This is an optimization exercise on Yosys and OpenROAD, whose aim is small area, a short achievable clock period and few clock cycles per item, not a production implementation. Function was not checked in any run shown here: the RTL went through the layout flow alone. Power figures rest on the tool's default switching activity, not on a simulated workload.

===== flow/flow/run.sh =====
#!/bin/bash
# Standard ORFS layout, with plain buffers (instead of delay buffers) on the
# ports and a smaller clock tree. Each tool's output goes to flow.log here;
# ORFS's per-step logs stay under orfs/logs/.
set -euo pipefail
cd "$(dirname "$0")/.."
export BUFFER_PORTS_ARGS="-buffer_cell sky130_fd_sc_hd__buf_2"
bash standard.sh > flow.log 2>&1

===== flow/standard.sh =====
#!/bin/bash
# synth_recipe.tcl (not shown) runs the flow's synth.tcl, then flattens the netlist and writes it again
# the make line also repeats each setting of config.mk as NAME=value (left out here)
make -C /OpenROAD-flow-scripts/flow DESIGN_CONFIG=/design/flow/config.mk WORK_HOME=/design/flow/orfs CLKGATE_MAP_FILE= SYNTH_SCRIPT=/design/flow/synth_recipe.tcl "${@:-finish}"

===== flow/config.mk =====
export PLATFORM = sky130hd
export DESIGN_NAME = Optical_8x8ctrl_top
export DESIGN_NICKNAME = Optical_8x8ctrl_top
export VERILOG_FILES = /design/flow/design.v
export SDC_FILE = /design/flow/constraint.sdc
export NUM_CORES = 4
export LEC_CHECK = 0
export CAP_MARGIN = 20
export CORE_MARGIN = 2
export CORE_UTILIZATION = 40
export SLEW_MARGIN = 20

===== flow/constraint.sdc =====
create_clock -name core_clock -period 19.0 [get_ports {i_clk}]
set_input_delay 3.8000 -clock core_clock [delete_from_list [all_inputs] [get_ports {i_clk}]]
set_output_delay 3.8000 -clock core_clock [all_outputs]
set_load 0.01 [all_outputs]

===== flow/design.v =====
`timescale 1ns / 1ps
module Optical_8x8ctrl_top#(
    parameter       P_BAR       =   1'b0,
    parameter       P_CROSS     =   1'b1,
    parameter       P_DSTWIDTH  =   3   ,
    parameter       P_PORTNUM   =   8   ,
    parameter       P_SWITCHNUM =   4
)(
    input                                   i_clk           ,
    input                                   i_rst           ,
    input  [P_DSTWIDTH*P_PORTNUM - 1:0]     i_8x8_req       ,
    input                                   i_8x8_valid     ,
    output [19:0]                           o_grant_8x8     ,
    output                                  o_grant_valid
);
wire [3:0]  w_s;
wire [11:0] w_e0;
wire [7:0]  w_d1;
reg  [3:1]  r_s;
reg  [11:0] r_e0;
reg  [7:0]  r_d1;
reg         r_valid;
benes8_route u_route (.i_req(i_8x8_req), .o_s(w_s), .o_e0(w_e0), .o_d1(w_d1));
benes8_finish u_fin (.i_s({r_s, 1'b0}), .i_e0(r_e0), .i_d1(r_d1), .o_grant(o_grant_8x8));
assign o_grant_valid = r_valid;
always @(posedge i_clk) begin
    r_s  <= w_s[3:1];
    r_e0 <= w_e0;
    r_d1 <= w_d1;
end
always @(posedge i_clk or posedge i_rst) begin
    if (i_rst) r_valid <= 1'b0;
    else       r_valid <= i_8x8_valid;
end
endmodule
module benes4_route(
    input  [7:0] d,
    output [5:0] g
);
wire [3:0] z0, z1, z2, z3;    
wire [3:0] hi;                
genvar i;
generate
    for (i = 0; i < 4; i = i + 1) begin : g_dec
        assign z0[i] = d[2*i +: 2] == 2'd0;
        assign z1[i] = d[2*i +: 2] == 2'd1;
        assign z2[i] = d[2*i +: 2] == 2'd2;
        assign z3[i] = d[2*i +: 2] == 2'd3;
        assign hi[i] = d[2*i+1];
    end
endgenerate
assign g[0] = ~z0[0];
assign g[1] = z0[2] | z0[3];
assign g[3] = z0[3];
assign g[2] = (hi[0] & (z1[1] | z1[2] | z1[3])) | (hi[1] & (z1[2] | z1[3])) | (hi[2] & z1[3]);
assign g[4] = ~((z1[0] & (hi[1] | hi[2] | hi[3])) | (z1[1] & (hi[2] | hi[3])) | (z1[2] & hi[3]));
assign g[5] = (z3[0] & (z2[1] | z2[2] | z2[3])) | (z3[1] & (z2[2] | z2[3])) | (z3[2] & z2[3]);
endmodule
module benes8_route(
    input  [23:0] i_req,
    output [3:0]  o_s,
    output [11:0] o_e0,
    output [7:0]  o_d1
);
wire [2:0] dst [0:7];
wire [1:0] D   [0:7];
genvar gi;
generate
    for (gi = 0; gi < 8; gi = gi + 1) begin : g_in
        assign dst[gi] = i_req[3*gi +: 3];
        assign D[gi]   = i_req[3*gi+1 +: 2];
    end
endgenerate
wire x1_01 = (D[0] == D[2]) | (D[1] == D[3]);
wire x0_01 = (D[0] == D[3]) | (D[1] == D[2]);
wire x1_02 = (D[0] == D[4]) | (D[1] == D[5]);
wire x0_02 = (D[0] == D[5]) | (D[1] == D[4]);
wire x1_03 = (D[0] == D[6]) | (D[1] == D[7]);
wire x0_03 = (D[0] == D[7]) | (D[1] == D[6]);
wire x1_12 = (D[2] == D[4]) | (D[3] == D[5]);
wire x0_12 = (D[2] == D[5]) | (D[3] == D[4]);
wire x1_13 = (D[2] == D[6]) | (D[3] == D[7]);
wire x0_13 = (D[2] == D[7]) | (D[3] == D[6]);
wire x1_23 = (D[4] == D[6]) | (D[5] == D[7]);
wire x0_23 = (D[4] == D[7]) | (D[5] == D[6]);
wire [3:0] s;
assign s[0] = 1'b0;
assign s[1] = (D[1] == D[3]) | (D[0] == D[2]) |
              ((D[1] == D[5]) & (D[3] == D[4])) | ((D[1] == D[4]) & (D[3] == D[5])) |
              ((D[1] == D[7]) & (D[3] == D[6])) | ((D[1] == D[6]) & (D[3] == D[7]));
assign s[2] = x1_02 | (x1_12 & ~s[1]) | (x0_12 & s[1]);
assign s[3] = x1_03 | (x1_13 & ~s[1]) | (x0_13 & s[1]) | (x1_23 & ~s[2]) | (x0_23 & s[2]);
generate
    for (gi = 0; gi < 4; gi = gi + 1) begin : g_sub
        assign o_e0[3*gi +: 3] = s[gi] ? dst[2*gi+1] : dst[2*gi];
        assign o_d1[2*gi +: 2] = s[gi] ? D[2*gi] : D[2*gi+1];
    end
endgenerate
assign o_s = s;
endmodule
module benes8_finish(
    input  [3:0]  i_s,
    input  [11:0] i_e0,
    input  [7:0]  i_d1,
    output [19:0] o_grant
);
genvar gi;
wire [2:0] e0 [0:3];
wire [7:0] d0;
generate
    for (gi = 0; gi < 4; gi = gi + 1) begin : g_sub
        assign e0[gi] = i_e0[3*gi +: 3];
        assign d0[2*gi +: 2] = e0[gi][2:1];
    end
endgenerate
wire [5:0] g0, g1;
benes4_route u_sub0 (.d(d0), .g(g0));
benes4_route u_sub1 (.d(i_d1), .g(g1));
wire [3:0] go;
generate
    for (gi = 0; gi < 4; gi = gi + 1) begin : g_out
        assign go[gi] = ((e0[0][2:1] == gi) & e0[0][0]) | ((e0[1][2:1] == gi) & e0[1][0]) |
                        ((e0[2][2:1] == gi) & e0[2][0]) | ((e0[3][2:1] == gi) & e0[3][0]);
    end
endgenerate
assign o_grant = {go, i_s, g1, g0};
endmodule

==> qor_table.md, run 1 <==
| Quantity | This run | Unit |
| --- | --- | --- |
| Startpoint Class | input port | - |
| Total Power | 163 | µW |
| CTS root buffer | clkbuf_8 | - |
| Filler cells | 412 | - |
| Largest cells by area after synthesis | dfxtp_1 27%, xnor2_1 12%, xor2_1 8.1% | - |
| Clock slew at reported path FFs | 0.08 | ns |
| Register bit count reported by yosys | 24 | - |
| Post-Route Setup TNS | 0 | ns |
| Post-synth top flop | dfxtp_1 | - |
| Power Density | 85.5 | nW/µm² |
| Maximum achievable frequency | 170 | MHz |
| Initial detailed-routing violation count | 72 | - |
| Largest net degree at the start of global routing | 14 | - |
| Worst min-delay path class | in -> async | - |
| Diode insertion count for antenna repair | 0 | - |
| Post-CTS setup buffers | 0 | - |
| Cell with the most instances after synthesis | xnor2_1 | - |
| Crit Path Max Fanout | 8 | - |
| Quantity of I/O buffers inserted on ports | 45 | - |
| Final Hold Fails | 0 | - |
| Leakage Power | 0.825 | nW |
| Share of the synthesized area in the top cell type | 26.6 | % |
| Final design utilization | 46.7 | % |
| Run status | no timing/DRC/antenna violations | - |
| Placement Rows | 23 | - |
| Area growth from synthesis to final layout | 10.1 | % |
| Synthesized instance count | 181 | - |
| Final setup violation count | 0 | - |
| Maximum level of the CTS H-tree | 1 | - |
| Worst hold slack | 3.35 | ns |
| Cell types with the highest counts after synthesis | 24 x xnor2_1, 23 x dfxtp_1, 16 x xor2_1, 11 x buf_6, 10 x mux2_2 | - |
| Final Wtd Congestion | 0.791 | - |
| Total number of yosys warnings | 3 | - |
| Initial Util | 42.4 | % |
| Hold buffer count at CTS | 0 | - |
| First-pass GRT wire length | 5.89 | mm |
| Arrival time of data at the critical path endpoint | 6.04 | ns |
| VDD IR max | 0.0357 | mV |
| Antenna violations before repair | 0 | - |
| Storage element area | 485 | µm² |
| Maximum clock path buffer count | 2 | - |
| Max capacitance violation total | 0 | - |
| Clock tree from TritonCTS | done | - |
| Area of the multi-input gates | 1050 | µm² |
| Iteration count of the initial detailed-routing pass | 4 | - |
| Die Wd | 69.8 | µm |
| Setup repair after global routing missed its margin | no | - |
| Number of top-level pins | 48 | - |
| Fraction of final layout cells sized beyond drive strength 1 | 34.6 | % |
| Mean routed wirelength per cell | 14.2 | µm |
| # nets final | 239 | - |
| Total wire length after detailed routing | 3.72 | mm |
| Via density per instance | 5.25 | - |
| Post-DRT Antenna Nets | 0 | - |
| Post-synth top area cell | dfxtp_1 | - |
| Number of DRC violations after detailed routing | 0 | - |
| Mapped cell area | 1730 | µm² |
| Die footprint | 4880 | µm² |
| Crit Path Category | in -> reg | - |
| Clock Sinks | 24 | - |
| Synth cell types | 44 | - |
| Cells after DPL | 257 | - |
| Max-slew violations | 0 | - |
| Number of global-route vias before repair | 1,263 | - |
| Time the worst path needs with I/O delays and setup | 5.89 | ns |
| Number of non-filler instances in the completed layout | 261 | - |
| Required time of the worst setup path | 19.15 | ns |
| Sequential element share of the synthesized area | 28.0 | % |
| Post-detailed-placement half-perimeter wirelength | 2.77 | mm |
| Core area | 4090 | µm² |
| Total congestion overflow after global routing | 0 | - |
| Count of cells resized by post-cts repair | 0 | - |
| Mean instance size in the synthesized netlist | 9.58 | µm² |
| EDFF count, synth | 0 | - |
| Kind of capture point of the worst setup path | register | - |
| Die height | 69.8 | µm |
| Mapped Nets | 208 | - |
| Overall track demand over capacity in global routing | 14.8 | % |
| Routed vias | 1,370 | - |
| Cts bufs inserted | 3 | - |
| Share of the clock period used by the worst path after layout | 31.0 | % |
| Share of synthesized flip-flops with an asynchronous set or reset | 4.17 | % |
==> layout by cell type (no fill, tap or decap), types with 3 or more instances in the layout <==
master | synthesis | layout
xnor2_1 | 24 | 24
nand2b_1 | 3 | 3
nand3_1 | 4 | 4
clkbuf_8 | 0 | 4
nor2b_1 | 7 | 7
nor2_1 | 4 | 4
inv_1 | 7 | 7
or2_2 | 3 | 3
xor2_1 | 16 | 16
a221o_1 | 4 | 4
a22oi_1 | 6 | 6
nand2_1 | 7 | 7
dfxtp_1 | 23 | 23
buf_2 | 2 | 45
a21oi_1 | 3 | 3
mux2_4 | 5 | 5
mux2_2 | 10 | 10
o22ai_1 | 8 | 8
==> cell type report <==
cell class,instances,share of cell area [%]
inverter,7,1.38
sequential,24,25.4
timing repair buffer,45,11.8
tap,50,3.28
multi-input combinational,131,55.2
clock buffer,4,2.88
==> worst max-delay path by stage <==
stage | startpoint | endpoint | depth (start not counted)
2_1_floorplan | i_8x8_req[22] | r_d1[6]$_DFF_P_ | 9
3_3_place_gp | i_8x8_req[16] | r_e0[9]$_DFF_P_ | 8
3_5_place_dp | i_8x8_req[16] | r_d1[7]$_DFF_P_ | 8
4_1_cts | i_8x8_req[16] | r_e0[9]$_DFF_P_ | 8
5_1_grt | i_8x8_req[16] | r_e0[9]$_DFF_P_ | 8
6_report | i_8x8_req[16] | r_e0[9]$_DFF_P_ | 8
==> registers in the layout (all words and copies together), names as in the netlist <==
| register | count |
|---|---|
| r_s | 3 |
| r_d1 | 8 |
| r_valid | 1 |
| r_e0 | 12 |
==> power by group <==
group	switching (mW)	internal (mW)
clock	0.0151	0.0185
combinational	0.0309	0.0326
sequential	0.00804	0.0580
==> metrics by stage <==
| step | worst slack [ns] | cell area (µm²) |
|---|---|---|
| 3_3_place_gp | 12.86 | 1850 |
| 6_report | 13.11 | 1910 |
| 3_5_place_dp | 12.83 | 1850 |
| 5_1_grt | 13.03 | 1910 |
| 4_1_cts | 13.11 | 1910 |
| 2_1_floorplan | 13.13 | 1730 |
==> cells by family (layout without fill, tap and decap cells) <==
kind of cell           Yosys count  after routing  share of synthesized area (%)
other                            1              1                          0.216
XOR/XNOR                        40             40                           20.2
AND/OR/NAND/NOR                 39             39                           14.2
flip-flops                      24             24                           28.0
multiplexers                    15             15                           10.8
AO/OA/AOI/OAI                   36             36                           15.4
buffers and inverters           26             56                           11.2
==> critical path: stages <==
cell and delay [ns]:
buf_2 0.20, xor2_1 0.20, and4bb_4 0.26, nor4_4 0.26, nand2_2 0.19, a221o_1 0.31, a221o_1 0.47, mux2_4 0.35
==> routing by layer <==
layer  share of wire, %  up-vias  track usage, %
li1                   -      687               -
met1                 51      644            21.0
met2                 44       35            22.3
met3                3.5        4            2.03
met4                1.6        0            6.62
met5                  0        -               0
==> run 2: changes to the inputs <==
--- a/flow/design.v
+++ b/flow/design.v
@@ -73,21 +73,13 @@
 endgenerate
-wire x1_01 = (D[0] == D[2]) | (D[1] == D[3]);
-wire x0_01 = (D[0] == D[3]) | (D[1] == D[2]);
-wire x1_02 = (D[0] == D[4]) | (D[1] == D[5]);
-wire x0_02 = (D[0] == D[5]) | (D[1] == D[4]);
-wire x1_03 = (D[0] == D[6]) | (D[1] == D[7]);
-wire x0_03 = (D[0] == D[7]) | (D[1] == D[6]);
-wire x1_12 = (D[2] == D[4]) | (D[3] == D[5]);
-wire x0_12 = (D[2] == D[5]) | (D[3] == D[4]);
-wire x1_13 = (D[2] == D[6]) | (D[3] == D[7]);
-wire x0_13 = (D[2] == D[7]) | (D[3] == D[6]);
-wire x1_23 = (D[4] == D[6]) | (D[5] == D[7]);
-wire x0_23 = (D[4] == D[7]) | (D[5] == D[6]);
+wire e02 = D[0] == D[2], e04 = D[0] == D[4];
+wire e13 = D[1] == D[3], e14 = D[1] == D[4], e15 = D[1] == D[5];
+wire e16 = D[1] == D[6], e17 = D[1] == D[7];
+wire e24 = D[2] == D[4], e25 = D[2] == D[5], e27 = D[2] == D[7];
+wire e34 = D[3] == D[4], e35 = D[3] == D[5], e36 = D[3] == D[6], e37 = D[3] == D[7];
+wire e47 = D[4] == D[7], e57 = D[5] == D[7];
 wire [3:0] s;
 assign s[0] = 1'b0;
-assign s[1] = (D[1] == D[3]) | (D[0] == D[2]) |
-              ((D[1] == D[5]) & (D[3] == D[4])) | ((D[1] == D[4]) & (D[3] == D[5])) |
-              ((D[1] == D[7]) & (D[3] == D[6])) | ((D[1] == D[6]) & (D[3] == D[7]));
-assign s[2] = x1_02 | (x1_12 & ~s[1]) | (x0_12 & s[1]);
-assign s[3] = x1_03 | (x1_13 & ~s[1]) | (x0_13 & s[1]) | (x1_23 & ~s[2]) | (x0_23 & s[2]);
+assign s[1] = e13 | e02 | (e15 & e34) | (e14 & e35) | (e17 & e36) | (e16 & e37);
+assign s[2] = e04 | e15 | ((e24 | e35) & ~s[1]) | ((e34 | e25) & s[1]);
+assign s[3] = e17 | (e27 & s[1]) | (e37 & ~s[1]) | (e47 & s[2]) | (e57 & ~s[2]);
 generate
==> run 2 against run 1 <==
- utilization increased by 2.7 points
- total power rose by 11%
- cell count fell by 3.4%
- clock-buffer cell count down 1
- global-route usage up 1.7 points
- wire length fell by 5.6%
- maximum frequency down 0.24%
- hold slack improved by 0.0022 ns
- sequential power grew 3.8%
- die area fell by 9.1%
- combinational power grew about 10%
- final area down 3.7%
- critical endpoint is now r_e0[11]$_DFF_P_
==> qor_table.md, run 2 <==
| Quantity | This run | Unit | vs previous |
| --- | --- | --- | --- |
| Run status | no timing/DRC/antenna violations | - | unchanged |
| Clock Sinks | 24 | - | unchanged |
| Filler cells | 370 | - | was 412 |
| Post-Place Worst Slack | 12.82 | ns | was 12.83 ns |
| Worst min-delay path class | in -> async | - | unchanged |
| Hold buffer count at CTS | 0 | - | unchanged |
| Share of synthesized flip-flops with an asynchronous set or reset | 4.17 | % | unchanged |
| Total wire length after detailed routing | 3.51 | mm | was 3.72 mm |
| Iteration count of the initial detailed-routing pass | 5 | - | was 4 |
| Top Registers | r_e0: 12 flops, r_d1: 8 flops, r_s: 3 flops | - | unchanged |
| Synthesized instance count | 170 | - | was 181 |
| Post-synth top area cell | dfxtp_1 | - | unchanged |
| Overall track demand over capacity in global routing | 16.5 | % | was 14.8% |
| Placement Rows | 22 | - | was 23 |
| Post-Route Setup TNS | 0 | ns | unchanged |
| Slowest CP cell | nor4_1 | - | was a221o_1 |
| Max capacitance violation total | 0 | - | unchanged |
| CTS root buffer | clkbuf_8 | - | unchanged |
| Area growth from synthesis to final layout | 17.3 | % | was 10.1% |
| VDD IR max | 0.0413 | mV | was 0.0357 mV |
| Sequential element share of the synthesized area | 31.0 | % | was 28.0% |
| Worst setup margin | 13.10 | ns | was 13.11 ns |
| Worst-path cell chain | buf_2 > xor2_1 > nor4_1 > nor4_4 > nand2_4 > mux2_4 > mux2i_4 > mux2_4 | - | was buf_2 > xor2_1 > and4bb_4 > nor4_4 > nand2_2 > a221o_1 > a221o_1 > mux2_4 |
| Final design utilization | 49.5 | % | was 46.7% |
| Count of cells resized by post-cts repair | 0 | - | unchanged |
| Mapped Nets | 197 | - | was 208 |
| Share of the clock period used by the worst path after layout | 31.1 | % | was 31.0% |
| Number of DRC violations after detailed routing | 0 | - | unchanged |
| Mean instance size in the synthesized netlist | 9.21 | µm² | was 9.58 µm² |
| Placed Instance Area | 1770 | µm² | was 1850 µm² |
| Post-detailed-placement half-perimeter wirelength | 2.80 | mm | was 2.77 mm |
| Post-CTS setup buffers | 0 | - | unchanged |
| Timing startpoint of the critical path | i_8x8_req[11] | - | was i_8x8_req[16] |
| Mapped cell area | 1570 | µm² | was 1730 µm² |
| Die footprint | 4430 | µm² | was 4880 µm² |
| Number of top-level pins | 48 | - | unchanged |
| Die height | 66.6 | µm | was 69.8 µm |
| # nets final | 232 | - | was 239 |
| Arrival time of data at the critical path endpoint | 6.05 | ns | was 6.04 ns |
| Setup repair after global routing missed its margin | no | - | unchanged |
| Initial Util | 42.2 | % | was 42.4% |
| Core area | 3720 | µm² | was 4090 µm² |
| Cell with the most instances after synthesis | xor2_1 | - | was xnor2_1 |
| Commonest non-fill, non-tap cell in the layout | buf_2 | - | unchanged |
| Startpoint Class | input port | - | unchanged |
| Total congestion overflow after global routing | 0 | - | unchanged |
| Diode insertion count for antenna repair | 0 | - | unchanged |
| Maximum level of the CTS H-tree | 1 | - | unchanged |
| Crit Path Category | in -> reg | - | unchanged |
| Required time of the worst setup path | 19.15 | ns | about the same |
| Highest-count cells in the layout ignoring fill and taps | 45 x buf_2, 26 x xor2_1, 23 x dfxtp_1 | - | was 45 x buf_2, 24 x xnor2_1, 23 x dfxtp_1 |
| Least-Margin Pin Slew | 0.568 | ns |  |
| Time the worst path needs with I/O delays and setup | 5.90 | ns | was 5.89 ns |
| Initial detailed-routing violation count | 65 | - | was 72 |
| First-pass GRT wire length | 5.72 | mm | was 5.89 mm |
| Antenna violations before repair | 0 | - | unchanged |
| Die Wd | 66.6 | µm | was 69.8 µm |
| Post-DRT Antenna Nets | 0 | - | unchanged |
| Largest cells by area after synthesis | dfxtp_1 29%, xor2_1 15%, mux2_2 7.2% | - | was dfxtp_1 27%, xnor2_1 12%, xor2_1 8.1% |
| Cell types with the highest counts after synthesis | 26 x xor2_1, 23 x dfxtp_1, 10 x mux2_2, 9 x nor2_1 | - | was 24 x xnor2_1, 23 x dfxtp_1, 16 x xor2_1, 11 x buf_6, 10 x mux2_2 |
| Quantity of I/O buffers inserted on ports | 45 | - | unchanged |
| Final design instance area without fill | 1840 | µm² | was 1910 µm² |
| Register bit count reported by yosys | 24 | - | unchanged |
| Share of the synthesized area in the top cell type | 29.4 | % | was 26.6% |
| Power Density | 98.9 | nW/µm² | was 85.5 nW/µm² |
| Largest stage delay, worst path | 0.55 | ns | was 0.47 ns |
| EDFF count, synth | 0 | - | unchanged |
| Clock slew at reported path FFs | 0.08 | ns | about the same |
| Routed vias | 1,354 | - | was 1,370 |
| Number of flip-flops under the largest register name | 12 | - | unchanged |
| Final Wtd Congestion | 0.884 | - | was 0.791 |
| Final Hold Fails | 0 | - | unchanged |
| Max-slew violations | 0 | - | unchanged |
| Leakage Power | 0.836 | nW | was 0.825 nW |
| Kind of capture point of the worst setup path | register | - | unchanged |
| Post-synth top flop | dfxtp_1 | - | unchanged |
| Crit Path Max Fanout | 7 | - | was 8 |
| Via density per instance | 5.37 | - | was 5.25 |
| Maximum achievable frequency | 169 | MHz | was 170 MHz |
| Cts bufs inserted | 3 | - | unchanged |
| Number of global-route vias before repair | 1,265 | - | was 1,263 |
| Total Power | 182 | µW | was 163 µW |
| Mean routed wirelength per cell | 13.9 | µm | was 14.2 µm |
| Fraction of final layout cells sized beyond drive strength 1 | 34.8 | % | was 34.6% |
| Maximum clock path buffer count | 2 | - | unchanged |
| Total number of yosys warnings | 3 | - | unchanged |
| Clock tree from TritonCTS | done | - | unchanged |
| Final setup violation count | 0 | - | unchanged |
| Biggest register | r_e0 | - | unchanged |
| Dominant cell type by count on the critical path | mux2_4 | - | was a221o_1 |
| Synth cell types | 40 | - | was 44 |
| Largest net degree at the start of global routing | 15 | - | was 14 |
| Max-slew headroom at the worst pin | 61.8 | % |  |
==> run 2: changes by cell type after synthesis, moves of 3 or more <==
cell     before  now
xnor2_1      24    6
buf_6        11    0
buf_2         2    8
nor4_1        0    3
nor2_1        4    9
a221o_1       4    1
xor2_1       16   26
==> run 2: kinds of logic (layout without fill, tap and decap cells) <==
group                  count (synthesis)  count (layout)  synth area share [%]
XOR/XNOR                              32              32                  17.9
AND/OR/NAND/NOR                       42              42                  14.9
buffers and inverters                 23              57                  7.35
flip-flops                            24              24                  31.0
AO/OA/AOI/OAI                         30              30                  13.6
other                                  1               1                 0.239
multiplexers                          18              18                  15.0
==> run 2: where the power goes <==
part / total [mW] / leakage (nW) / internal, mW / switching (mW)
combinational: 0.0701 / 0.594 / 0.0354 / 0.0348
clock: 0.0430 / 0.0357 / 0.0281 / 0.0149
sequential: 0.0686 / 0.206 / 0.0592 / 0.00941
total: 0.182 / 0.836 / 0.123 / 0.0591
==> run 2: path summary, 6_finish.rpt <==
kind,endpoint,depth (start not counted)
worst max-delay path,r_e0[11]$_DFF_P_,8
worst min-delay path,r_valid$_DFF_PP0_,2
max in group asynchronous,r_valid$_DFF_PP0_,2
min in group core_clock,r_e0[0]$_DFF_P_,1
==> run 2: metrics by stage <==
stage / hold slack (ns) / cells
5_1_grt: 3.35 / 252
3_5_place_dp: 3.64 / 248
2_1_floorplan: 3.53 / 170
6_report: 3.36 / 252
3_3_place_gp: 3.63 / 248
4_1_cts: 3.35 / 252
==> run 2: final cells by class <==
cell class              instances  area (µm²)  share of cell area, %
clock buffers                   3        41.3                   2.25
clock inverters                 1        30.0                   1.63
inverters                       8        30.0                   1.63
multi-input cells             123         966                   52.6
flip-flops and latches         24         485                   26.4
well taps                      48        60.1                   3.27
repair buffers                 45         225                   12.3
==> run 2: critical path: cells and delay by family <==
family	cells	cell delay, ns
xor gates and xnor gates	1	0.19
buffers and inverters	1	0.16
muxes	3	1.05
and+or+nand+nor	3	0.84
==> run 2: layer usage <==
metal	share of wire, %	wire length, µm	global-route usage (%)
met1	43	1500	20.8
met2	50	1770	29.8
met3	5.9	206	0.507
met4	0.88	31	6.12
met5	0	0	0
==> run 3: changes to the inputs <==
--- a/flow/flow/run.sh
+++ b/flow/flow/run.sh
@@ -7,2 +7,3 @@
 export BUFFER_PORTS_ARGS="-buffer_cell sky130_fd_sc_hd__buf_2"
+export SETUP_SLACK_MARGIN=13.8
 bash standard.sh > flow.log 2>&1
==> run 3 against run 2 <==
- still clean on timing, DRC and antenna
- combinational power grew 29%
- sequential share of layout area down 5.2 points
- die area unchanged
- synthesized cell count stayed put
- sequential cell count is the same
- wire length is 16% higher
- hold slack better by 0.0047 ns
- clock-buffer cell count up 1
- total power is 6.2% higher
- utilization increased by 13 points
- via count up 3.5%
- clock power decreased by 23%
- critical path type unchanged
- critical endpoint unchanged
==> qor_table.md, run 3 <==
| Quantity | This run | Unit | vs previous |
| --- | --- | --- | --- |
| Initial Util | 42.2 | % | unchanged |
| Biggest register | r_e0 | - | unchanged |
| Final Hold Fails | 0 | - | unchanged |
| Post-DRT Antenna Nets | 0 | - | unchanged |
| Number of global-route vias before repair | 1,423 | - | was 1,265 |
| Share of the synthesized area in the top cell type | 29.4 | % | unchanged |
| Initial detailed-routing violation count | 73 | - | was 65 |
| Maximum clock path buffer count | 2 | - | unchanged |
| Maximum achievable frequency | 181 | MHz | was 169 MHz |
| Post-synth top flop | dfxtp_1 | - | unchanged |
| Crit Path Max Fanout | 7 | - | unchanged |
| Iteration count of the initial detailed-routing pass | 4 | - | was 5 |
| CTS root buffer | clkbuf_8 | - | unchanged |
| Largest stage delay, worst path | 0.30 | ns | was 0.55 ns |
| Clock slew at reported path FFs | 0.08 | ns | about the same |
| Core area | 3720 | µm² | unchanged |
| Cts bufs inserted | 3 | - | unchanged |
| Cell with the most instances after synthesis | xor2_1 | - | unchanged |
| Crit Path Category | in -> reg | - | unchanged |
| Routed vias | 1,402 | - | was 1,354 |
| Via density per instance | 5.29 | - | was 5.37 |
| Hold buffer count at CTS | 0 | - | unchanged |
| Final setup violation count | 0 | - | unchanged |
| Arrival time of data at the critical path endpoint | 5.67 | ns | was 6.05 ns |
| Synthesized instance count | 170 | - | unchanged |
| Maximum level of the CTS H-tree | 1 | - | unchanged |
| First-pass GRT wire length | 6.49 | mm | was 5.72 mm |
| Startpoint Class | input port | - | unchanged |
| Fraction of final layout cells sized beyond drive strength 1 | 52.5 | % | was 34.8% |
| Final design utilization | 62.8 | % | was 49.5% |
| Mapped cell area | 1570 | µm² | unchanged |
| Area growth from synthesis to final layout | 49.0 | % | was 17.3% |
| VDD IR max | 0.0418 | mV | was 0.0413 mV |
| # nets final | 245 | - | was 232 |
| Top Registers | r_e0: 12 flops, r_d1: 8 flops, r_s: 3 flops | - | unchanged |
| Placement Rows | 22 | - | unchanged |
| Post-Route Setup TNS | 0 | ns | unchanged |
| Number of top-level pins | 48 | - | unchanged |
| Total wire length after detailed routing | 4.06 | mm | was 3.51 mm |
| Total number of yosys warnings | 3 | - | unchanged |
| Die height | 66.6 | µm | unchanged |
| Cell types with the highest counts after synthesis | 26 x xor2_1, 23 x dfxtp_1, 10 x mux2_2, 9 x nor2_1 | - | unchanged |
| Time the worst path needs with I/O delays and setup | 5.52 | ns | was 5.90 ns |
| Worst min-delay path class | in -> async | - | unchanged |
| Max-slew violations | 0 | - | unchanged |
| Area of the multi-input gates | 1220 | µm² | was 966 µm² |
| Timing startpoint of the critical path | i_8x8_req[11] | - | unchanged |
| Mean instance size in the synthesized netlist | 9.21 | µm² | unchanged |
| Overall track demand over capacity in global routing | 19.4 | % | was 16.5% |
| Mapped Nets | 197 | - | unchanged |
| Largest net degree at the start of global routing | 14 | - | was 15 |
| Largest cells by area after synthesis | dfxtp_1 29%, xor2_1 15%, mux2_2 7.2% | - | unchanged |
| Mean routed wirelength per cell | 15.3 | µm | was 13.9 µm |
| Synth cell types | 40 | - | unchanged |
| Slowest CP cell | mux2_4 | - | was nor4_1 |
| Share of synthesized flip-flops with an asynchronous set or reset | 4.17 | % | unchanged |
| Max capacitance violation total | 0 | - | unchanged |
| Run status | no timing/DRC/antenna violations | - | unchanged |
| Kind of capture point of the worst setup path | register | - | unchanged |
| Sequential element share of the synthesized area | 31.0 | % | unchanged |
| Number of non-filler instances in the completed layout | 265 | - | was 252 |
| EDFF count, synth | 0 | - | unchanged |
| Post-detailed-placement half-perimeter wirelength | 2.83 | mm | was 2.80 mm |
| Number of DRC violations after detailed routing | 0 | - | unchanged |
| Cells after DPL | 248 | - | unchanged |
| Worst-path cell chain | buf_12 > xor2_2 > nor4_4 > nor4_4 > buf_4 > mux2i_2 > nand2_1 > mux2i_4 > buf_12 > mux2_4 | - | was buf_2 > xor2_1 > nor4_1 > nor4_4 > nand2_4 > mux2_4 > mux2i_4 > mux2_4 |
| Antenna violations before repair | 0 | - | unchanged |
| Quantity of I/O buffers inserted on ports | 45 | - | unchanged |
| Final design instance area without fill | 2330 | µm² | was 1840 µm² |
| Register bit count reported by yosys | 24 | - | unchanged |
| Die Wd | 66.6 | µm | unchanged |
| Placed Instance Area | 1820 | µm² | was 1770 µm² |
| Power Density | 82.7 | nW/µm² | was 98.9 nW/µm² |
| Number of flip-flops under the largest register name | 12 | - | unchanged |
| Clock Sinks | 24 | - | unchanged |
| Total congestion overflow after global routing | 0 | - | unchanged |
| Die footprint | 4430 | µm² | unchanged |
| Required time of the worst setup path | 19.15 | ns | about the same |
| Leakage Power | 0.987 | nW | was 0.836 nW |
| Final Wtd Congestion | 0.814 | - | was 0.884 |
| Commonest non-fill, non-tap cell in the layout | buf_2 | - | unchanged |
| Highest-count cells in the layout ignoring fill and taps | 33 x buf_2, 16 x dfxtp_1, 13 x xor2_1 | - | was 45 x buf_2, 26 x xor2_1, 23 x dfxtp_1 |
| Diode insertion count for antenna repair | 0 | - | unchanged |
| Share of the clock period used by the worst path after layout | 29.0 | % | was 31.1% |
| Filler cells | 297 | - | was 370 |
| Post-synth top area cell | dfxtp_1 | - | unchanged |
| Clock tree from TritonCTS | done | - | unchanged |
| Storage element area | 494 | µm² | was 485 µm² |
| Setup repair after global routing missed its margin | yes | - | was no |
run 3: cell counts after synthesis:
No cell type changed its count.
run 3: worst max-delay path by stage:
| stage | endpoint | depth (start not counted) | slack, ns |
|---|---|---|---|
| after global routing | r_e0[11]$_DFF_P_ | 10 | 13.40 |
| after CTS | r_e0[10]$_DFF_P_ | 10 | 13.50 |
| after detailed placement | r_e0[11]$_DFF_P_ | 8 | 12.93 |
| after floorplan | r_d1[6]$_DFF_P_ | 8 | 13.25 |
| final | r_e0[11]$_DFF_P_ | 10 | 13.48 |
| after global placement | r_e0[10]$_DFF_P_ | 8 | 12.97 |
run 3: layout make-up:
class	instances	share of cell area, %
clock buffer	4	2.36
multi-input combinational	123	52.4
inverter	8	1.29
timing repair buffer	58	20.2
sequential	24	21.2
tap	48	2.57
run 3: power by group:
group | switching, mW | leakage [nW] | internal [mW]
Sequential | 0.0101 | 0.206 | 0.0596
Combinational | 0.0415 | 0.752 | 0.0488
Clock | 0.0146 | 0.0288 | 0.0184
run 3: metrics by stage:
step	worst slack (ns)	total power [mW]	hold WS [ns]
after global routing	13.40	0.205	3.36
after global placement	12.97	0.140	3.63
after detailed placement	12.93	0.142	3.64
after CTS	13.50	0.191	3.36
final	13.48	0.193	3.36
after floorplan	13.25	0.122	3.53
run 3: repair_timing:
item	in CTS	in global routing
endpoints found under the setup margin	13	17
pin swaps	15	3
buffers inserted	10	3
endpoints found under the hold margin	0	0
gates resized for setup	61	10
run 3: logic make-up after synthesis:
kind of cell / synth area share, %
simple gates: 14.9
xor+xnor: 17.9
compound gates: 13.6
flops: 31.0
buf+inv: 7.35
mux: 15.0
other cells: 0.239
run 3: critical path: cells and delay by family:
family	cells	cell delay [ns]
mux	3	0.68
simple gates	3	0.49
buf+inv	3	0.45
xor+xnor	1	0.24
run 3: routing by layer:
metal	track usage [%]	up-vias	share of wire, %
met5	0	-	0
met1	23.1	666	39
met4	6.89	0	1.7
met2	35.0	55	53
met3	2.87	8	6.3
li1	-	673	-
==> run 4: changes to the inputs <==
--- a/flow/flow/run.sh
+++ b/flow/flow/run.sh
@@ -7,3 +7,3 @@
 export BUFFER_PORTS_ARGS="-buffer_cell sky130_fd_sc_hd__buf_2"
-export SETUP_SLACK_MARGIN=13.8
+export SETUP_SLACK_MARGIN=13.3
 bash standard.sh > flow.log 2>&1
==> run 4 against run 3 <==
- still clean
- critical path depth decreased by 1
- largest cell class unchanged
- hold slack got worse by 0.00061 ns
- wire length down 7.7%
- first-iteration DRC count did not move
==> qor_table.md, run 4 <==
| Quantity | This run | Unit | vs previous |
| --- | --- | --- | --- |
| Initial Util | 42.2 | % | unchanged |
| Biggest register | r_e0 | - | unchanged |
| Switching Share | 34.6 | % | was 34.2% |
| Via density per instance | 5.16 | - | was 5.29 |
| Die Wd | 66.6 | µm | unchanged |
| Relative contribution of sequential cells to total power | 37.2 | % | was 36.1% |
| Post-synth top flop | dfxtp_1 | - | unchanged |
| # nets final | 237 | - | was 245 |
| Die footprint | 4430 | µm² | unchanged |
| Final Hold Fails | 0 | - | unchanged |
| EDFF count, synth | 0 | - | unchanged |
| Final design instance area without fill | 2130 | µm² | was 2330 µm² |
| CTS root buffer | clkbuf_8 | - | unchanged |
| Cells after DPL | 248 | - | unchanged |
| Core area | 3720 | µm² | unchanged |
| Maximum level of the CTS H-tree | 1 | - | unchanged |
| Clock Sinks | 24 | - | unchanged |
| Register bit count reported by yosys | 24 | - | unchanged |
| Share of the clock period used by the worst path after layout | 29.8 | % | was 29.0% |
| Final Wtd Congestion | 0.814 | - | unchanged |
| Post-detailed-placement half-perimeter wirelength | 2.83 | mm | unchanged |
| First-pass GRT wire length | 6.11 | mm | was 6.49 mm |
| Cts bufs inserted | 3 | - | unchanged |
| Post-Route Setup TNS | 0 | ns | unchanged |
| Top Registers | r_e0: 12 flops, r_d1: 8 flops, r_s: 3 flops | - | unchanged |
| Post-Place Worst Slack | 12.93 | ns | unchanged |
| Placed Instance Area | 1820 | µm² | unchanged |
| Number of non-filler instances in the completed layout | 257 | - | was 265 |
| Share of synthesized flip-flops with an asynchronous set or reset | 4.17 | % | unchanged |
| Startpoint Class | input port | - | unchanged |
| Time the worst path needs with I/O delays and setup | 5.67 | ns | was 5.52 ns |
| Mapped cell area | 1570 | µm² | unchanged |
| Clock slew at reported path FFs | 0.08 | ns | about the same |
| NetSw | 64.1 | µW | was 66.1 µW |
| VDD IR max | 0.0419 | mV | was 0.0418 mV |
| Synthesized instance count | 170 | - | unchanged |
| Placement Rows | 22 | - | unchanged |
| Max capacitance violation total | 0 | - | unchanged |
| Worst min-delay path class | in -> async | - | unchanged |
| Antenna violations before repair | 0 | - | unchanged |
| Total number of yosys warnings | 3 | - | unchanged |
| Number of global-route vias before repair | 1,344 | - | was 1,423 |
| Mapped Nets | 197 | - | unchanged |
| Worst hold slack | 3.36 | ns | about the same |
| Number of DRC violations after detailed routing | 0 | - | unchanged |
| Total wire length after detailed routing | 3.75 | mm | was 4.06 mm |
| Run status | no timing/DRC/antenna violations | - | unchanged |
| Required time of the worst setup path | 19.15 | ns | about the same |
| Share of the synthesized area in the top cell type | 29.4 | % | unchanged |
| Number of flip-flops under the largest register name | 12 | - | unchanged |
| Setup repair after global routing missed its margin | no | - | was yes |
| Post-DRT Antenna Nets | 0 | - | unchanged |
| Number of top-level pins | 48 | - | unchanged |
| Overall track demand over capacity in global routing | 18.1 | % | was 19.4% |
| Power Density | 87.1 | nW/µm² | was 82.7 nW/µm² |
| Maximum clock path buffer count | 2 | - | unchanged |
| Routed vias | 1,327 | - | was 1,402 |
| Crit Path Max Fanout | 7 | - | unchanged |
| Iteration count of the initial detailed-routing pass | 4 | - | unchanged |
| Commonest non-fill, non-tap cell in the layout | buf_2 | - | unchanged |
| Diode insertion count for antenna repair | 0 | - | unchanged |
| Cell with the most instances after synthesis | xor2_1 | - | unchanged |
| Post-synth top area cell | dfxtp_1 | - | unchanged |
| Mean routed wirelength per cell | 14.6 | µm | was 15.3 µm |
| Synth cell types | 40 | - | unchanged |
| Highest-count cells in the layout ignoring fill and taps | 36 x buf_2, 23 x dfxtp_1, 11 x xor2_1 | - | was 33 x buf_2, 16 x dfxtp_1, 13 x xor2_1 |
| Final setup violation count | 0 | - | unchanged |
| Share of power burned in the clock network | 17.9 | % | was 17.1% |
| Cell-internal power | 121 | µW | was 127 µW |
| Initial detailed-routing violation count | 73 | - | unchanged |
| Sequential element share of the synthesized area | 31.0 | % | unchanged |
| Die height | 66.6 | µm | unchanged |
| Arrival time of data at the critical path endpoint | 5.82 | ns | was 5.67 ns |
| Combinational share of power | 44.9 | % | was 46.8% |
| Crit Path Category | in -> reg | - | unchanged |
| Fraction of final layout cells sized beyond drive strength 1 | 45.9 | % | was 52.5% |
| Largest net degree at the start of global routing | 14 | - | unchanged |
| Quantity of I/O buffers inserted on ports | 45 | - | unchanged |
| Cell types with the highest counts after synthesis | 26 x xor2_1, 23 x dfxtp_1, 10 x mux2_2, 9 x nor2_1 | - | unchanged |
| Max-slew violations | 0 | - | unchanged |
| Kind of capture point of the worst setup path | register | - | unchanged |
| Maximum achievable frequency | 176 | MHz | was 181 MHz |
| Worst setup margin | 13.33 | ns | was 13.48 ns |
| Leakage Power | 0.902 | nW | was 0.987 nW |
| Mean instance size in the synthesized netlist | 9.21 | µm² | unchanged |
| Largest cells by area after synthesis | dfxtp_1 29%, xor2_1 15%, mux2_2 7.2% | - | unchanged |
| Clock tree from TritonCTS | done | - | unchanged |
| Total congestion overflow after global routing | 0 | - | unchanged |
| Area growth from synthesis to final layout | 35.9 | % | was 49.0% |
==> run 4: cell counts after synthesis <==
No cell type changed its count.
==> run 4: layer usage <==
layer  GRT usage, %  routed length [µm]  vias up
met2           31.8                1870       46
li1               -                   -      652
met3           2.87                 210       10
met5              0                   0        -
met1           22.0                1580      619
met4           6.89                  92        0
==> run 4: worst max-delay path: stages <==
cell	delay, ns
buf_4	0.20
xor2_2	0.19
o22ai_2	0.13
nor4_4	0.35
nand2_4	0.14
mux2_4	0.36
mux2i_4	0.20
buf_12	0.14
mux2_4	0.30
==> run 4: metrics by stage <==
stage          power, mW  utilization [%]
5_1_grt            0.197             57.3
4_1_cts            0.180             52.2
6_report           0.185             57.3
3_5_place_dp       0.142             49.0
3_3_place_gp       0.140             49.0
2_1_floorplan      0.122                -
==> run 4: how the worst max path moves through the flow <==
stage	startpoint	end	slack, ns	depth (start not counted)
after floorplan	i_8x8_req[13]	r_d1[6]$_DFF_P_	13.25	8
after global placement	i_8x8_req[10]	r_e0[10]$_DFF_P_	12.97	8
after detailed placement	i_8x8_req[10]	r_e0[11]$_DFF_P_	12.93	8
after CTS	i_8x8_req[5]	r_e0[10]$_DFF_P_	13.30	9
after global routing	i_8x8_req[4]	r_e0[11]$_DFF_P_	13.28	9
final	i_8x8_req[4]	r_e0[11]$_DFF_P_	13.33	9
==> run 4: power groups by stage <==
stage,Clock [mW],Combinational (mW),Sequential (mW)
2_1_floorplan,0,0.0545,0.0672
3_3_place_gp,0,0.0705,0.0692
3_5_place_dp,0,0.0722,0.0696
4_1_cts,0.0339,0.0772,0.0685
5_1_grt,0.0358,0.0909,0.0699
6_report,0.0332,0.0831,0.0689
==> run 4: final cells by class <==
class                           instances  area, µm²
Tap cell                               48       60.1
Timing Repair Buffer                   50        305
Sequential cell                        24        485
Inverter                                8       30.0
Fill cell                             316       1590
Multi-Input combinational cell        123       1190
Clock buffer                            4       55.1
==> run 4: cell families after synthesis <==
| family | after synthesis | synth area share (%) |
|---|---|---|
| other cells | 1 | 0.239 |
| flops | 24 | 31.0 |
| xor+xnor | 32 | 17.9 |
| compound gates | 30 | 13.6 |
| simple gates | 42 | 14.9 |
| buf+inv | 23 | 7.35 |
| mux | 18 | 15.0 |
==> run 4: what timing repair did <==
item                                   in CTS  in global routing
endpoints found under the hold margin       0                  0
hold buffers                                0                  0
setup endpoints to repair                   5                  5
resized for setup                           6                 27
setup buffers                               2                  3
pin swaps                                   3                  3
==> run 5: changes to the inputs <==
--- a/flow/flow/run.sh
+++ b/flow/flow/run.sh
@@ -7,3 +7,2 @@
 export BUFFER_PORTS_ARGS="-buffer_cell sky130_fd_sc_hd__buf_2"
-export SETUP_SLACK_MARGIN=13.3
 bash standard.sh > flow.log 2>&1
--- a/flow/config.mk
+++ b/flow/config.mk
@@ -7,2 +7,3 @@
 export LEC_CHECK = 0
+export ABC_AREA = 1
 export CAP_MARGIN = 20
==> run 5 against run 4 <==
- clock-buffer cell count unchanged
- total power fell by 9.4%
- die area is 11% higher
- hold slack worse by 0.0029 ns
- global-route usage increased by 0.32 points
- sequential power shrank 4.1%
- non-clock buffer count shrank 5
- utilization is 9.6 points lower
- sequential share of layout area grew 0.91 points
- critical path depth grew 4
- area after synthesis up 12%
- sequential cell count stayed put
- critical endpoint unchanged
==> qor_table.md, run 5 <==
| Quantity | This run | Unit | vs previous |
| --- | --- | --- | --- |
| Run status | no timing/DRC/antenna violations | - | unchanged |
| Maximum achievable frequency | 189 | MHz | was 176 MHz |
| Fraction of final layout cells sized beyond drive strength 1 | 26.5 | % | was 45.9% |
| Final setup violation count | 0 | - | unchanged |
| VDD IR max | 0.0290 | mV | was 0.0419 mV |
| Post-synth top area cell | dfxtp_1 | - | unchanged |
| Top Registers | r_e0: 12 flops, r_d1: 8 flops, r_s: 3 flops | - | unchanged |
| Mean routed wirelength per cell | 11.8 | µm | was 14.6 µm |
| Area growth from synthesis to final layout | 16.7 | % | was 35.9% |
| Share of the synthesized area in the top cell type | 26.2 | % | was 29.4% |
| Placement Rows | 24 | - | was 22 |
| Share of power burned in the clock network | 19.8 | % | was 17.9% |
| Cell types with the highest counts after synthesis | 103 x nand2_1, 31 x inv_1, 23 x dfxtp_1, 18 x nor2_1, 12 x nand3_1 | - | was 26 x xor2_1, 23 x dfxtp_1, 10 x mux2_2, 9 x nor2_1 |
| Clock Sinks | 24 | - | unchanged |
| Total wire length after detailed routing | 4.36 | mm | was 3.75 mm |
| Overall track demand over capacity in global routing | 18.4 | % | was 18.1% |
| Share of the clock period used by the worst path after layout | 27.8 | % | was 29.8% |
| CTS root buffer | clkbuf_8 | - | unchanged |
| Number of DRC violations after detailed routing | 0 | - | unchanged |
| Commonest non-fill, non-tap cell in the layout | nand2_1 | - | was buf_2 |
| Total congestion overflow after global routing | 0 | - | unchanged |
| Routed vias | 1,796 | - | was 1,327 |
| Initial Util | 40.9 | % | was 42.2% |
| Final Wtd Congestion | 0.911 | - | was 0.814 |
| Clock slew at reported path FFs | 0.08 | ns | about the same |
| Register bit count reported by yosys | 24 | - | unchanged |
| Diode insertion count for antenna repair | 0 | - | unchanged |
| Maximum clock path buffer count | 2 | - | unchanged |
| Largest cells by area after synthesis | dfxtp_1 26%, nand2_1 22%, inv_1 6.6% | - | was dfxtp_1 29%, xor2_1 15%, mux2_2 7.2% |
| Worst-path cell chain | buf_2 > inv_2 > nand2_1 > nand2_1 > nor2_1 > nand2_1 > nand3_4 > o21bai_2 > nand3_2 > nand2_4 > nand3_4 > nand2_1 > nand2_1 | - | was buf_4 > xor2_2 > o22ai_2 > nor4_4 > nand2_4 > mux2_4 > mux2i_4 > buf_12 > mux2_4 |
| Post-CTS setup buffers | 0 | - | was 2 |
| Quantity of I/O buffers inserted on ports | 45 | - | unchanged |
| Number of global-route vias before repair | 1,612 | - | was 1,344 |
| NetSw | 64.1 | µW | about the same |
| Max capacitance violation total | 0 | - | unchanged |
| Leakage Power | 1.14 | nW | was 0.902 nW |
| Post-detailed-placement half-perimeter wirelength | 3.53 | mm | was 2.83 mm |
| Relative contribution of sequential cells to total power | 39.4 | % | was 37.2% |
| Iteration count of the initial detailed-routing pass | 4 | - | unchanged |
| Arrival time of data at the critical path endpoint | 5.43 | ns | was 5.82 ns |
| Worst min-delay path class | in -> async | - | unchanged |
| Cts bufs inserted | 3 | - | unchanged |
| Setup repair after global routing missed its margin | no | - | unchanged |
| Cell-internal power | 104 | µW | was 121 µW |
| Switching Share | 38.2 | % | was 34.6% |
| Largest net degree at the start of global routing | 14 | - | unchanged |
| Time the worst path needs with I/O delays and setup | 5.28 | ns | was 5.67 ns |
| Hold buffer count at CTS | 0 | - | unchanged |
| Slowest CP cell | nand3_2 | - | was mux2_4 |
| Sequential element share of the synthesized area | 27.7 | % | was 31.0% |
| Initial detailed-routing violation count | 89 | - | was 73 |
| Number of flip-flops under the largest register name | 12 | - | unchanged |
| Final Hold Fails | 0 | - | unchanged |
| Final design utilization | 47.7 | % | was 57.3% |
| Post-DRT Antenna Nets | 0 | - | unchanged |
| Largest stage delay, worst path | 0.31 | ns | was 0.36 ns |
| Total number of yosys warnings | 3 | - | unchanged |
| Max-slew violations | 0 | - | unchanged |
| Power Density | 82.0 | nW/µm² | was 87.1 nW/µm² |
| Total Power | 168 | µW | was 185 µW |
| Biggest register | r_e0 | - | unchanged |
| Kind of capture point of the worst setup path | register | - | unchanged |
| Mapped Nets | 304 | - | was 197 |
| Antenna violations before repair | 0 | - | unchanged |
| # nets final | 345 | - | was 237 |
| Combinational share of power | 40.9 | % | was 44.9% |
| Synthesized instance count | 277 | - | was 170 |
| First-pass GRT wire length | 7.30 | mm | was 6.11 mm |
| Synth cell types | 34 | - | was 40 |
| Die Wd | 70.2 | µm | was 66.6 µm |
| Dominant cell type by count on the critical path | nand2_1 | - | was mux2_4 |
| Clock tree from TritonCTS | done | - | unchanged |
| Die height | 70.2 | µm | was 66.6 µm |
| Core area | 4290 | µm² | was 3720 µm² |
| Count of cells resized by post-cts repair | 0 | - | was 6 |
| Number of top-level pins | 48 | - | unchanged |
| Startpoint Class | input port | - | unchanged |
| Crit Path Category | in -> reg | - | unchanged |
| Die footprint | 4930 | µm² | was 4430 µm² |
| Maximum level of the CTS H-tree | 1 | - | unchanged |
| Required time of the worst setup path | 19.16 | ns | was 19.15 ns |
| Mapped cell area | 1750 | µm² | was 1570 µm² |
| Post-synth top flop | dfxtp_1 | - | unchanged |
| Via density per instance | 4.87 | - | was 5.16 |
| Share of synthesized flip-flops with an asynchronous set or reset | 4.17 | % | unchanged |
| Crit Path Max Fanout | 12 | - | was 7 |
| Post-Route Setup TNS | 0 | ns | unchanged |
| Cell with the most instances after synthesis | nand2_1 | - | was xor2_1 |
| Mean instance size in the synthesized netlist | 6.33 | µm² | was 9.21 µm² |
| EDFF count, synth | 0 | - | unchanged |
| Highest-count cells in the layout ignoring fill and taps | 103 x nand2_1, 45 x buf_2, 31 x inv_1 | - | was 36 x buf_2, 23 x dfxtp_1, 11 x xor2_1 |
[run 5: per-stage QoR]
step	std cells	instance area (µm²)	worst slack, ns	hold slack (ns)
2_1_floorplan	277	1750	13.93	3.53
3_3_place_gp	365	1990	13.45	3.63
3_5_place_dp	365	1990	13.43	3.64
4_1_cts	369	2050	13.71	3.35
5_1_grt	369	2050	13.52	3.36
6_report	369	2050	13.72	3.36
[run 5: logic make-up (layout without fill, tap and decap cells)]
logic type	after synthesis	in the layout	share of synthesized area (%)
buffers and inverters	51	91	12.3
DFF	24	24	27.7
AOI/OAI and AO/OA	30	30	11.8
and+or+nand+nor	162	162	43.5
other	1	1	0.214
xor gates and xnor gates	9	9	4.49
[run 5: final timing paths]
| kind | end | slack, ns | depth (start not counted) | startpoint |
|---|---|---|---|---|
| max in group asynchronous | r_valid$_DFF_PP0_ | 15.56 | 2 | i_rst |
| min in group core_clock | r_e0[0]$_DFF_P_ | 3.64 | 1 | i_8x8_req[0] |
| worst max-delay path | r_e0[11]$_DFF_P_ | 13.72 | 13 | i_8x8_req[22] |
| worst min-delay path | r_valid$_DFF_PP0_ | 3.36 | 2 | i_rst |
[run 5: critical path, delay by kind of cell]
kind                   cells  cell delay, ns
buffers and inverters      2            0.29
and+or+nand+nor           10            1.15
AOI/OAI and AO/OA          1            0.19
[run 5: per-layer routing]
layer	part of all wire [%]	GRT usage (%)	wire length (µm)
met1	47	25.4	2040
met3	4.8	1.59	211
met5	0	0	0
met2	48	31.0	2100
met4	0.46	4.49	20
[run 5: final cells by class]
cell class,instances,area [µm²]
Inverter,42,164
Fill cell,462,2250
Timing Repair Buffer,45,225
Tap cell,52,65.1
Multi-Input combinational cell,202,1050
Sequential cell,24,485
Clock buffer,4,55.1
[run 5: power by group through the flow]
stage          registers [mW]  clock network [mW]  logic [mW]
3_5_place_dp           0.0671                   0      0.0691
6_report               0.0661              0.0332      0.0686
3_3_place_gp           0.0672                   0      0.0684
2_1_floorplan          0.0662                   0      0.0486
4_1_cts                0.0659              0.0343      0.0693
5_1_grt                0.0677              0.0361      0.0777
==> run 6: changes to the inputs <==
==> flow/flow/run.sh (replaced) <==
#!/bin/bash
# Standard ORFS layout (the standard.sh) with plain buffers instead of delay
# buffers on the ports and small clock-tree buffers. All tool output goes to
# flow.log in the work folder; ORFS's per-step logs stay under orfs/logs/.
set -euo pipefail
cd "$(dirname "$0")/.."
W=$(pwd)
export DONT_BUFFER_PORTS=1
export PRE_GLOBAL_PLACE_TCL=$W/flow/ports.tcl
export CTS_ARGS="-sink_clustering_enable -repair_clock_nets -buf_list {sky130_fd_sc_hd__clkbuf_2 sky130_fd_sc_hd__clkbuf_4} -root_buf sky130_fd_sc_hd__clkbuf_4 -dont_use_dummy_load"
bash standard.sh > flow.log 2>&1
==> flow/flow/ports.tcl (new file) <==
# Port buffers: a plain buffer on every input and a minimum-size one on every output.
buffer_ports -inputs -buffer_cell sky130_fd_sc_hd__buf_2
buffer_ports -outputs -buffer_cell sky130_fd_sc_hd__buf_1
--- a/flow/config.mk
+++ b/flow/config.mk
@@ -7,3 +7,2 @@
 export LEC_CHECK = 0
-export ABC_AREA = 1
 export CAP_MARGIN = 20
==> run 6 against run 5 <==
- still clean on timing, DRC and antenna
- non-clock buffer count is 45 lower
- wire length is 24% lower
- sequential share of layout area is 7.3 points higher
- hold slack worse by 0.16 ns
- largest cell class unchanged
- sequential power is 5.6% higher
- clock power is 37% lower
- combinational power is 22% lower
- critical endpoint is now r_e0[10]$_DFF_P_
- area after synthesis is 11% lower
==> qor_table.md, run 6 <==
| Quantity | This run | Unit | vs previous |
| --- | --- | --- | --- |
| Total congestion overflow after global routing | 0 | - | unchanged |
| Biggest register | r_e0 | - | unchanged |
| Post-synth top area cell | dfxtp_1 | - | unchanged |
| Critical path endpoint | r_e0[10]$_DFF_P_ | - | was r_e0[11]$_DFF_P_ |
| Clock slew at reported path FFs | 0.12 | ns | was 0.08 ns |
| Max capacitance violation total | 0 | - | unchanged |
| Maximum achievable frequency | 181 | MHz | was 189 MHz |
| Clock tree from TritonCTS | done | - | unchanged |
| Sequential element share of the synthesized area | 31.0 | % | was 27.7% |
| Highest-count cells in the layout ignoring fill and taps | 26 x xor2_1, 23 x dfxtp_1, 10 x mux2_2 | - | was 103 x nand2_1, 45 x buf_2, 31 x inv_1 |
| Final setup violation count | 0 | - | unchanged |
| Max-slew headroom at the worst pin | 66.6 | % |  |
| Startpoint Class | input port | - | unchanged |
| Power Density | 92.3 | nW/µm² | was 82.0 nW/µm² |
| Antenna violations before repair | 0 | - | unchanged |
| Area growth from synthesis to final layout | -0.160 | % | was 16.7% |
| Synthesized instance count | 170 | - | was 277 |
| Mapped Nets | 197 | - | was 304 |
| Hold buffer count at CTS | 0 | - | unchanged |
| Cell with the most instances after synthesis | xor2_1 | - | was nand2_1 |
| Number of flip-flops under the largest register name | 12 | - | unchanged |
| Worst min-delay path class | in -> async | - | unchanged |
| Cts bufs inserted | 3 | - | unchanged |
| Post-detailed-placement half-perimeter wirelength | 2.62 | mm | was 3.53 mm |
| Initial Util | 42.2 | % | was 40.9% |
| CTS root buffer | clkbuf_4 | - | was clkbuf_8 |
| Commonest non-fill, non-tap cell in the layout | xor2_1 | - | was nand2_1 |
| Die footprint | 4430 | µm² | was 4930 µm² |
| Mean instance size in the synthesized netlist | 9.21 | µm² | was 6.33 µm² |
| Max-slew violations | 0 | - | unchanged |
| Quantity of I/O buffers inserted on ports | 35 | - | was 45 |
| Diode insertion count for antenna repair | 0 | - | unchanged |
| Total number of yosys warnings | 3 | - | unchanged |
| Iteration count of the initial detailed-routing pass | 4 | - | unchanged |
| Filler cells | 389 | - | was 462 |
| Share of the clock period used by the worst path after layout | 29.1 | % | was 27.8% |
| Count of cells resized by post-cts repair | 0 | - | unchanged |
| Total wire length after detailed routing | 3.33 | mm | was 4.36 mm |
| Number of top-level pins | 48 | - | unchanged |
| Post-DRT Antenna Nets | 0 | - | unchanged |
| # nets final | 187 | - | was 345 |
| Fraction of final layout cells sized beyond drive strength 1 | 15.8 | % | was 26.5% |
| Run status | no timing/DRC/antenna violations | - | unchanged |
| Initial detailed-routing violation count | 30 | - | was 89 |
| Kind of capture point of the worst setup path | register | - | unchanged |
| Top Registers | r_e0: 12 flops, r_d1: 8 flops, r_s: 3 flops | - | unchanged |
| Time the worst path needs with I/O delays and setup | 5.53 | ns | was 5.28 ns |
| Mapped cell area | 1570 | µm² | was 1750 µm² |
| Maximum level of the CTS H-tree | 1 | - | unchanged |
| Leakage Power | 0.635 | nW | was 1.14 nW |
| Die Wd | 66.6 | µm | was 70.2 µm |
| Number of DRC violations after detailed routing | 0 | - | unchanged |
| Setup repair after global routing missed its margin | no | - | unchanged |
| Synth cell types | 40 | - | was 34 |
| Post-CTS setup buffers | 0 | - | unchanged |
| Final design instance area without fill | 1560 | µm² | was 2050 µm² |
| Share of synthesized flip-flops with an asynchronous set or reset | 4.17 | % | unchanged |
| Largest cells by area after synthesis | dfxtp_1 29%, xor2_1 15%, mux2_2 7.2% | - | was dfxtp_1 26%, nand2_1 22%, inv_1 6.6% |
| Timing startpoint of the critical path | i_8x8_req[11] | - | was i_8x8_req[22] |
| Required time of the worst setup path | 19.19 | ns | was 19.16 ns |
| Least-Margin Pin Slew | 0.496 | ns |  |
| Post-Route Setup TNS | 0 | ns | unchanged |
| Overall track demand over capacity in global routing | 14.7 | % | was 18.4% |
| EDFF count, synth | 0 | - | unchanged |
| Crit Path Max Fanout | 7 | - | was 12 |
| Largest net degree at the start of global routing | 14 | - | unchanged |
| Crit Path Category | in -> reg | - | unchanged |
| Storage element area | 485 | µm² | unchanged |
| Final Hold Fails | 0 | - | unchanged |
| Routed vias | 1,126 | - | was 1,796 |
| Cell types with the highest counts after synthesis | 26 x xor2_1, 23 x dfxtp_1, 10 x mux2_2, 9 x nor2_1 | - | was 103 x nand2_1, 31 x inv_1, 23 x dfxtp_1, 18 x nor2_1, 12 x nand3_1 |
| Mean routed wirelength per cell | 16.2 | µm | was 11.8 µm |
| Number of global-route vias before repair | 1,022 | - | was 1,612 |
| Placement Rows | 22 | - | was 24 |
| Maximum clock path buffer count | 2 | - | unchanged |
| Die height | 66.6 | µm | was 70.2 µm |
| Post-synth top flop | dfxtp_1 | - | unchanged |
| Share of the synthesized area in the top cell type | 29.4 | % | was 26.2% |
| Area of the multi-input gates | 966 | µm² | was 1050 µm² |
| Placed Instance Area | 1540 | µm² | was 1990 µm² |
| First-pass GRT wire length | 4.96 | mm | was 7.30 mm |
| Final Wtd Congestion | 0.848 | - | was 0.911 |
| Clock Sinks | 24 | - | unchanged |
| Arrival time of data at the critical path endpoint | 5.72 | ns | was 5.43 ns |
| Via density per instance | 5.47 | - | was 4.87 |
| Register bit count reported by yosys | 24 | - | unchanged |
| VDD IR max | 0.0229 | mV | was 0.0290 mV |
| Core area | 3720 | µm² | was 4290 µm² |
[run 6: where the power goes]
group | internal, mW | switching (mW) | total (mW)
logic | 0.0267 | 0.0269 | 0.0537
registers | 0.0593 | 0.0106 | 0.0698
clock network | 0.00738 | 0.0135 | 0.0209
[run 6: area by class of cell]
cell class / instances / area share, %
Multi-Input combinational cell: 123 / 61.8
Inverter: 8 / 1.92
Tap cell: 48 / 3.84
Sequential cell: 24 / 31.0
Clock buffer: 3 / 1.44
[run 6: how the worst min path moves through the flow]
stage / from / end / slack, ns / depth (start not counted)
detailed placement: i_rst / r_valid$_DFF_PP0_ / 3.53 / 1
CTS: i_rst / r_valid$_DFF_PP0_ / 3.19 / 1
finish: i_rst / r_valid$_DFF_PP0_ / 3.19 / 1
global route: i_rst / r_valid$_DFF_PP0_ / 3.18 / 1
floorplan: i_rst / r_valid$_DFF_PP0_ / 3.53 / 1
global placement: i_rst / r_valid$_DFF_PP0_ / 3.53 / 1
[run 6: cells by family (layout without fill, tap and decap cells)]
logic type             count (synthesis)  in the layout  share of synthesized area (%)
multiplexers                          18             18                           15.0
flip-flops                            24             24                           31.0
XOR/XNOR                              32             32                           17.9
AND/OR/NAND/NOR                       42             42                           14.9
other                                  1              1                          0.239
buffers and inverters                 23             11                           7.35
AO/OA/AOI/OAI                         30             30                           13.6
[run 6: worst max-delay path, stage by stage]
cell	delay, ns
xor2_1	0.15
nor4_1	0.48
nor4_4	0.11
nand2_4	0.14
mux2_4	0.38
mux2i_4	0.33
mux2_4	0.34
[run 6: routing by layer]
metal | global-route usage (%) | share of wire (%) | vias to the layer above
met1 | 17.5 | 44 | 527
li1 | - | - | 561
met5 | 0 | 0 | -
met3 | 3.72 | 7.2 | 2
met4 | 5.36 | 0.81 | 0
met2 | 25.3 | 48 | 36
[run 6: per-stage QoR]
stage	setup WS (ns)	hold WS [ns]	power, mW	std cells	utilization [%]
final	13.47	3.19	0.144	206	42.1
after global routing	13.34	3.18	0.153	206	42.1
after CTS	13.48	3.19	0.145	206	42.1
after detailed placement	13.16	3.53	0.124	203	41.5
after global placement	13.13	3.53	0.122	203	41.5
after floorplan	13.13	3.53	0.119	170	-
==> run 7: changes to the inputs <==
==> flow/flow/run.sh (replaced) <==
#!/bin/bash
# Standard ORFS layout (the standard.sh) with plain buffers instead of delay
# buffers on the ports, minimum-size output-port buffers and smaller clock-tree
# buffers. All tool output goes to flow.log in the work folder; ORFS's per-step
# logs stay under orfs/logs/.
set -euo pipefail
cd "$(dirname "$0")/.."
W=$(pwd)
export BUFFER_PORTS_ARGS="-buffer_cell sky130_fd_sc_hd__buf_2"
export POST_GLOBAL_PLACE_TCL=$W/flow/outbuf.tcl
export CTS_ARGS="-sink_clustering_enable -repair_clock_nets -buf_list {${CTSBUF:-sky130_fd_sc_hd__clkbuf_8}} -root_buf ${CTSROOT:-sky130_fd_sc_hd__clkbuf_4} -dont_use_dummy_load"
bash standard.sh > flow.log 2>&1
==> flow/flow/outbuf.tcl (new file) <==
# After port buffering and global placement: shrink each output port's buffer
# to the minimum size (it drives only the port's load).
foreach inst [get_cells output*] {
  set cell [get_property $inst ref_name]
  if {$cell eq "sky130_fd_sc_hd__buf_2"} {
    replace_cell $inst sky130_fd_sc_hd__buf_1
  }
}
removed: flow/flow/ports.tcl
==> run 7 against run 6 <==
- still clean on timing, DRC and antenna
- synthesized cell count unchanged
- via count increased by 19%
- cell count increased by 22%
- final area increased by 13%
- global-route usage increased by 1.8 points
- largest cell class unchanged
- largest power group unchanged
==> qor_table.md, run 7 <==
| Quantity | This run | Unit | vs previous |
| --- | --- | --- | --- |
| Biggest register | r_e0 | - | unchanged |
| Mapped cell area | 1570 | µm² | unchanged |
| Antenna violations before repair | 0 | - | unchanged |
| Max-slew violations | 0 | - | unchanged |
| Max-slew headroom at the worst pin | 63.9 | % | was 66.6% |
| Run status | no timing/DRC/antenna violations | - | unchanged |
| Die height | 66.6 | µm | unchanged |
| Iteration count of the initial detailed-routing pass | 4 | - | unchanged |
| Met2 Routed Length | 1.73 | mm | was 1.61 mm |
| Mean instance size in the synthesized netlist | 9.21 | µm² | unchanged |
| Crit Path Category | in -> reg | - | unchanged |
| Maximum level of the CTS H-tree | 1 | - | unchanged |
| Largest cells by area after synthesis | dfxtp_1 29%, xor2_1 15%, mux2_2 7.2% | - | unchanged |
| Cts bufs inserted | 3 | - | unchanged |
| Final design utilization | 47.5 | % | was 42.1% |
| Final setup violation count | 0 | - | unchanged |
| Diode insertion count for antenna repair | 0 | - | unchanged |
| Arrival time of data at the critical path endpoint | 6.01 | ns | was 5.72 ns |
| Time the worst path needs with I/O delays and setup | 5.83 | ns | was 5.53 ns |
| Leakage Power | 0.757 | nW | was 0.635 nW |
| # nets final | 232 | - | was 187 |
| Post-CTS setup buffers | 0 | - | unchanged |
| Largest net degree at the start of global routing | 15 | - | was 14 |
| Post-Route Setup TNS | 0 | ns | unchanged |
| Number of DRC violations after detailed routing | 0 | - | unchanged |
| Post-synth top area cell | dfxtp_1 | - | unchanged |
| Number of flip-flops under the largest register name | 12 | - | unchanged |
| Power Density | 88.3 | nW/µm² | was 92.3 nW/µm² |
| Commonest non-fill, non-tap cell in the layout | xor2_1 | - | unchanged |
| Post-route met1 wirelength | 1.56 | mm | was 1.45 mm |
| Die Wd | 66.6 | µm | unchanged |
| NetSw | 56.8 | µW | was 51.0 µW |
| Post-detailed-placement half-perimeter wirelength | 2.77 | mm | was 2.62 mm |
| Clock slew at reported path FFs | 0.12 | ns | about the same |
| Synthesized instance count | 170 | - | unchanged |
| Number of global-route vias before repair | 1,253 | - | was 1,022 |
| Clock Sinks | 24 | - | unchanged |
| Cell with the most instances after synthesis | xor2_1 | - | unchanged |
| Share of synthesized flip-flops with an asynchronous set or reset | 4.17 | % | unchanged |
| Post-synth top flop | dfxtp_1 | - | unchanged |
| Hold buffer count at CTS | 0 | - | unchanged |
| Least-Margin Pin Slew | 0.537 | ns | was 0.496 ns |
| VDD IR max | 0.0248 | mV | was 0.0229 mV |
| Initial detailed-routing violation count | 81 | - | was 30 |
| Clock tree from TritonCTS | done | - | unchanged |
| Initial Util | 42.2 | % | unchanged |
| Area growth from synthesis to final layout | 12.6 | % | was -0.160% |
| Overall track demand over capacity in global routing | 16.5 | % | was 14.7% |
| EDFF count, synth | 0 | - | unchanged |
-- run 7: logic make-up after synthesis --
family          after synthesis  share of synthesized area (%)
compound gates               30                           13.6
simple gates                 42                           14.9
buf+inv                      23                           7.35
mux                          18                           15.0
other cells                   1                          0.239
xor+xnor                     32                           17.9
flops                        24                           31.0
-- run 7: power by group through the flow --
stage | Combinational, mW | Clock [mW] | Sequential, mW
after detailed placement | 0.0673 | 0 | 0.0696
after global placement | 0.0682 | 0 | 0.0691
after CTS | 0.0676 | 0.0212 | 0.0684
final | 0.0671 | 0.0199 | 0.0688
after global routing | 0.0736 | 0.0235 | 0.0699
after floorplan | 0.0519 | 0 | 0.0672
-- run 7: final cells by class --
cell class,count,area [µm²]
Clock buffer,3,22.5
Fill cell,363,1950
Inverter,8,30.0
Multi-Input combinational cell,123,966
Sequential cell,24,485
Tap cell,48,60.1
Timing Repair Buffer,45,200
-- run 7: final timing paths --
check / startpoint / end / slack, ns / cells after the start
worst max-delay path: i_8x8_req[11] / r_e0[9]$_DFF_P_ / 13.17 / 8
worst min-delay path: i_rst / r_valid$_DFF_PP0_ / 3.30 / 2
max in group asynchronous: i_rst / r_valid$_DFF_PP0_ / 15.61 / 2
min in group core_clock: i_8x8_valid / r_valid$_DFF_PP0_ / 3.59 / 1
-- run 7: worst max-delay path, stage by stage --
cell     delay, ns
buf_2         0.16
xor2_1        0.19
nor4_1        0.52
nor4_4        0.14
nand2_4       0.15
mux2_4        0.38
mux2i_4       0.33
mux2_4        0.33
-- run 7: layer usage --
metal / GRT usage, % / vias up
met5: 0 / -
met4: 6.63 / 0
met3: 0.507 / 4
met2: 29.1 / 50
met1: 21.1 / 640
li1: - / 645
-- run 7: through the flow --
step / hold WS, ns / cells / cell area, µm² / total power, mW / worst slack [ns]
after floorplan: 3.53 / 170 / 1570 / 0.119 / 13.13
after global placement: 3.63 / 248 / 1770 / 0.137 / 12.91
after detailed placement: 3.64 / 248 / 1740 / 0.137 / 12.81
after CTS: 3.29 / 251 / 1760 / 0.157 / 13.13
after global routing: 3.27 / 251 / 1760 / 0.167 / 13.07
final: 3.30 / 251 / 1760 / 0.156 / 13.17
